This is an optimization exercise on Yosys and OpenROAD, whose aim is a short achievable clock period and few clock cycles, not a production implementation. RTL that was checked went through simulation tests only; none was proved equivalent to the original. Power and IR drop assume default switching activity.

==> 01-07: inputs <==
## core
module core
(
    input               clock,
    input               rst_n,
    input               ce,
    output reg  [31:0]  a,
    input       [31:0]  i,
    output reg  [31:0]  o,
    output reg  [ 3:0]  b,
    output reg          w
);
localparam [2:0] M_F = 3'd0, M_L1 = 3'd1, M_L2 = 3'd2, M_S1 = 3'd3, M_S2 = 3'd4;
reg  [ 2:0] mode;
reg  [31:0] fpc;             
reg  [31:0] ir, irpc;        
reg         irv;
reg  [31:0] rf [1:31];
reg  [31:0] ldlo, ldhi;      
reg  [ 1:0] ldoff;
reg  [ 2:0] ldf3;
reg  [ 4:0] ldrd;
reg         ldsplit;
reg         ldwb;            
reg  [31:0] sto2;
reg  [ 3:0] stb2;
reg         stsplit;
reg  [31:0] dnext;           
reg  [32:0] ma, mb;
reg         m0v, m0hi;
reg  [ 4:0] m0rd;
reg  [33:0] pll, plh, phl;
reg  [33:0] phh;
reg         m1v, m1hi;
reg  [ 4:0] m1rd;
wire [ 6:0] op  = ir[6:0];
wire [ 4:0] rd  = ir[11:7];
wire [ 2:0] f3  = ir[14:12];
wire [ 4:0] rs1 = ir[19:15];
wire [ 4:0] rs2 = ir[24:20];
wire        f75 = ir[30];
wire is_lui   = op == 7'h37;
wire is_auipc = op == 7'h17;
wire is_jal   = op == 7'h6F;
wire is_jalr  = op == 7'h67;
wire is_br    = op == 7'h63;
wire is_ld    = op == 7'h03;
wire is_st    = op == 7'h23;
wire is_opi   = op == 7'h13;
wire is_op    = op == 7'h33;
wire is_mul   = is_op && ir[31:25] == 7'h01;
wire use1 = is_jalr | is_br | is_ld | is_st | is_opi | is_op;
wire use2 = is_br | is_st | is_op;
wire [31:0] immi = {{20{ir[31]}}, ir[31:20]};
wire [31:0] imms = {{20{ir[31]}}, ir[31:25], ir[11:7]};
wire [31:0] immb = {{20{ir[31]}}, ir[7], ir[30:25], ir[11:8], 1'b0};
wire [31:0] immj = {{12{ir[31]}}, ir[19:12], ir[20], ir[30:21], 1'b0};
  ...
clock: 21.0 ns
lec_check: 0
cap_margin: 20
core_margin: 2
core_utilization: 30
slew_margin: 20
run.sh (not shown) runs the stock make flow with config.mk's settings and CLKGATE_MAP_FILE= SYNTH_SCRIPT=/design/flow/synth_recipe.tcl, a recipe that flattens the netlist after the stock synthesis.
==> 06-21: changes against 01-07 <==
--- a/flow/design.v
+++ b/flow/design.v
@@ -23,18 +23,18 @@
 reg         ldwb;            
 reg  [31:0] sto2;
 reg  [ 3:0] stb2;
 reg         stsplit;
 reg  [31:0] dnext;           
 reg  [32:0] ma, mb;
 reg         m0v, m0hi;
 reg  [ 4:0] m0rd;
-reg  [33:0] pll, plh, phl;
-reg  [33:0] phh;
+reg  [31:0] pll, plh, phl, phh;
+reg  [31:0] mcor;            
 reg         m1v, m1hi;
 reg  [ 4:0] m1rd;
 wire [ 6:0] op  = ir[6:0];
 wire [ 4:0] rd  = ir[11:7];
 wire [ 2:0] f3  = ir[14:12];
 wire [ 4:0] rs1 = ir[19:15];
 wire [ 4:0] rs2 = ir[24:20];
 wire        f75 = ir[30];
@@ -72,17 +72,18 @@
 wire [31:0] r2  = (ldwb && ldrd == rs2) ? ldval : rf2;
 wire [31:0] op2  = is_op ? r2 : immi;
 wire [31:0] sum  = r1 + op2;
 wire [32:0] dif  = {1'b0, r1} - {1'b0, op2};
 wire        ltu  = dif[32];
 wire        lt   = (r1[31] ^ op2[31]) ? r1[31] : dif[31];
 wire [ 4:0] sha  = op2[4:0];
 wire [31:0] sll  = r1 << sha;
-wire [31:0] srx  = $signed({f75 & r1[31], r1}) >>> sha;
+wire [63:0] srw  = {{32{f75 & r1[31]}}, r1} >> sha;
+wire [31:0] srx  = srw[31:0];
 reg  [31:0] alu;
 always @(*) begin
     case (f3)
     3'd0: alu = (is_op && f75) ? dif[31:0] : sum;
     3'd1: alu = sll;
     3'd2: alu = {31'b0, lt};
     3'd3: alu = {31'b0, ltu};
     3'd4: alu = r1 ^ op2;
@@ -126,36 +127,37 @@
 wire fire  = (mode == M_F) && irv && !stall;
 wire wr1   = fire && wbrd && rd != 5'd0;
 wire [ 1:0] soff  = staddr[1:0];
 wire [63:0] sdat  = {32'b0, r2} << {soff, 3'b000};
 wire [ 3:0] ssz   = (f3[1:0] == 2'b00) ? 4'b0001 : (f3[1:0] == 2'b01) ? 4'b0011 : 4'b1111;
 wire [ 7:0] smsk  = {4'b0, ssz} << soff;
 wire [ 1:0] loff  = ldaddr[1:0];
 wire        lsplit = (f3[1:0] == 2'b10 && loff != 2'b00) || (f3[1:0] == 2'b01 && loff == 2'b11);
-wire [63:0] prod = {phh[31:0], 32'b0} + {{14{phl[33]}}, phl, 16'b0}
-                 + {{14{plh[33]}}, plh, 16'b0} + {30'b0, pll};
+wire [63:0] prod = {phh, 32'b0} + {16'b0, phl, 16'b0} + {16'b0, plh, 16'b0}
+                 + {32'b0, pll} - {mcor, 32'b0};
 wire [31:0] mres = m1hi ? prod[63:32] : prod[31:0];
 wire        wr2m = m1v && m1rd != 5'd0;
 always @(posedge clock) begin
     if (ce) begin
         if (wr1)
             rf[rd] <= wbval;
         if (ldwb && !(wr1 && rd == ldrd))
             rf[ldrd] <= ldval;
         if (wr2m && !(wr1 && rd == m1rd))
             rf[m1rd] <= mres;
         ma   <= {(f3 == 3'd1 || f3 == 3'd2) & r1[31], r1};
         mb   <= {(f3 == 3'd1) & r2[31], r2};
         m0hi <= f3 != 3'd0;
         m0rd <= rd;
-        pll  <= {18'b0, ma[15:0]} * {18'b0, mb[15:0]};
-        plh  <= $signed({1'b0, ma[15:0]}) * $signed(mb[32:16]);
-        phl  <= $signed(ma[32:16]) * $signed({1'b0, mb[15:0]});
-        phh  <= $signed(ma[32:16]) * $signed(mb[32:16]);
+        pll  <= ma[15:0]  * mb[15:0];
+        plh  <= ma[15:0]  * mb[31:16];
+        phl  <= ma[31:16] * mb[15:0];
+        phh  <= ma[31:16] * mb[31:16];
+        mcor <= (ma[32] ? mb[31:0] : 32'b0) + (mb[32] ? ma[31:0] : 32'b0);
         m1hi <= m0hi;
         m1rd <= m0rd;
     end
 end
 always @(posedge clock) begin
     if (!rst_n) begin
         mode <= M_F;
         fpc  <= 32'b0;
==> qor summary <==
item                                                                                                        01-07          06-21
Result of the run                                                                        timing/DRC/antenna clean  timing/DRC/antenna clean
Arithmetic-cell share of the synthesized area counting full adders, half adders and majority gates         0.1969         0.1809
Largest fanout of any net on the critical path                                                                 97             38
Wirelength per Cell                                                                                      30.35 um       32.52 um
CP arrival                                                                                               11650 ps       11960 ps
Power spent charging and discharging nets                                                                16750 uW       16330 uW
Cell Pwr Density                                                                                    197.1 nW/um^2  186.7 nW/um^2
Number of search-and-repair iterations in the first detailed-routing pass                                       7              8
Final Core Density                                                                                         0.3328         0.3339
Crit path time final                                                                                     10850 ps       11430 ps
Switching Share                                                                                            0.5287         0.5387
Sequential cell area share                                                                                 0.2747         0.2772
Number of buffers created by CTS                                                                              185            184
Synthesized-area fraction occupied by ao, oa, aoi and oai cells                                            0.1680         0.1745
Area growth, synth to finish                                                                               10.31%         10.86%
Half-perimeter wire length after detailed placement                                                      463.6 mm       497.9 mm
Testbench counts of 06-21, summed over its fixed seeds: cycles 156,677.
The RTL of 01-07 was laid out without a check of its function.

re-timing with driven ports:
The results above use ideal ports. As a check the final layouts listed here were re-extracted and re-timed, cells and wires unchanged.
Step 1: set_driving_cell puts a clkbuf_16 on clock and a buf_2 on each other input, an assumption about the parent block.
Step 2 moves the port delays by t, midway between the first and last clock arrival at a register: inputs arrive t later, outputs are due t later. That takes back most of the time a late clock gives input paths.
Slacks: ideal / step 1 / step 2; pairs: ideal / step 1.
| run | t, ns | setup WS [ns] | clock arrival spread, ns | worst register clock-pin slew, ns | worst slew at a driven data input, ns |
|---|---|---|---|---|---|
| 01-07 | 1.023 | 10.155 / 10.155 / 10.155 | 0.140 / 0.140 | 0.07 / 0.07 | 0.09 |
| 06-21 | 1.023 | 9.573 / 9.573 / 9.573 | 0.194 / 0.194 | 0.10 / 0.10 | 0.13 |
After both steps every run listed still meets setup and hold.
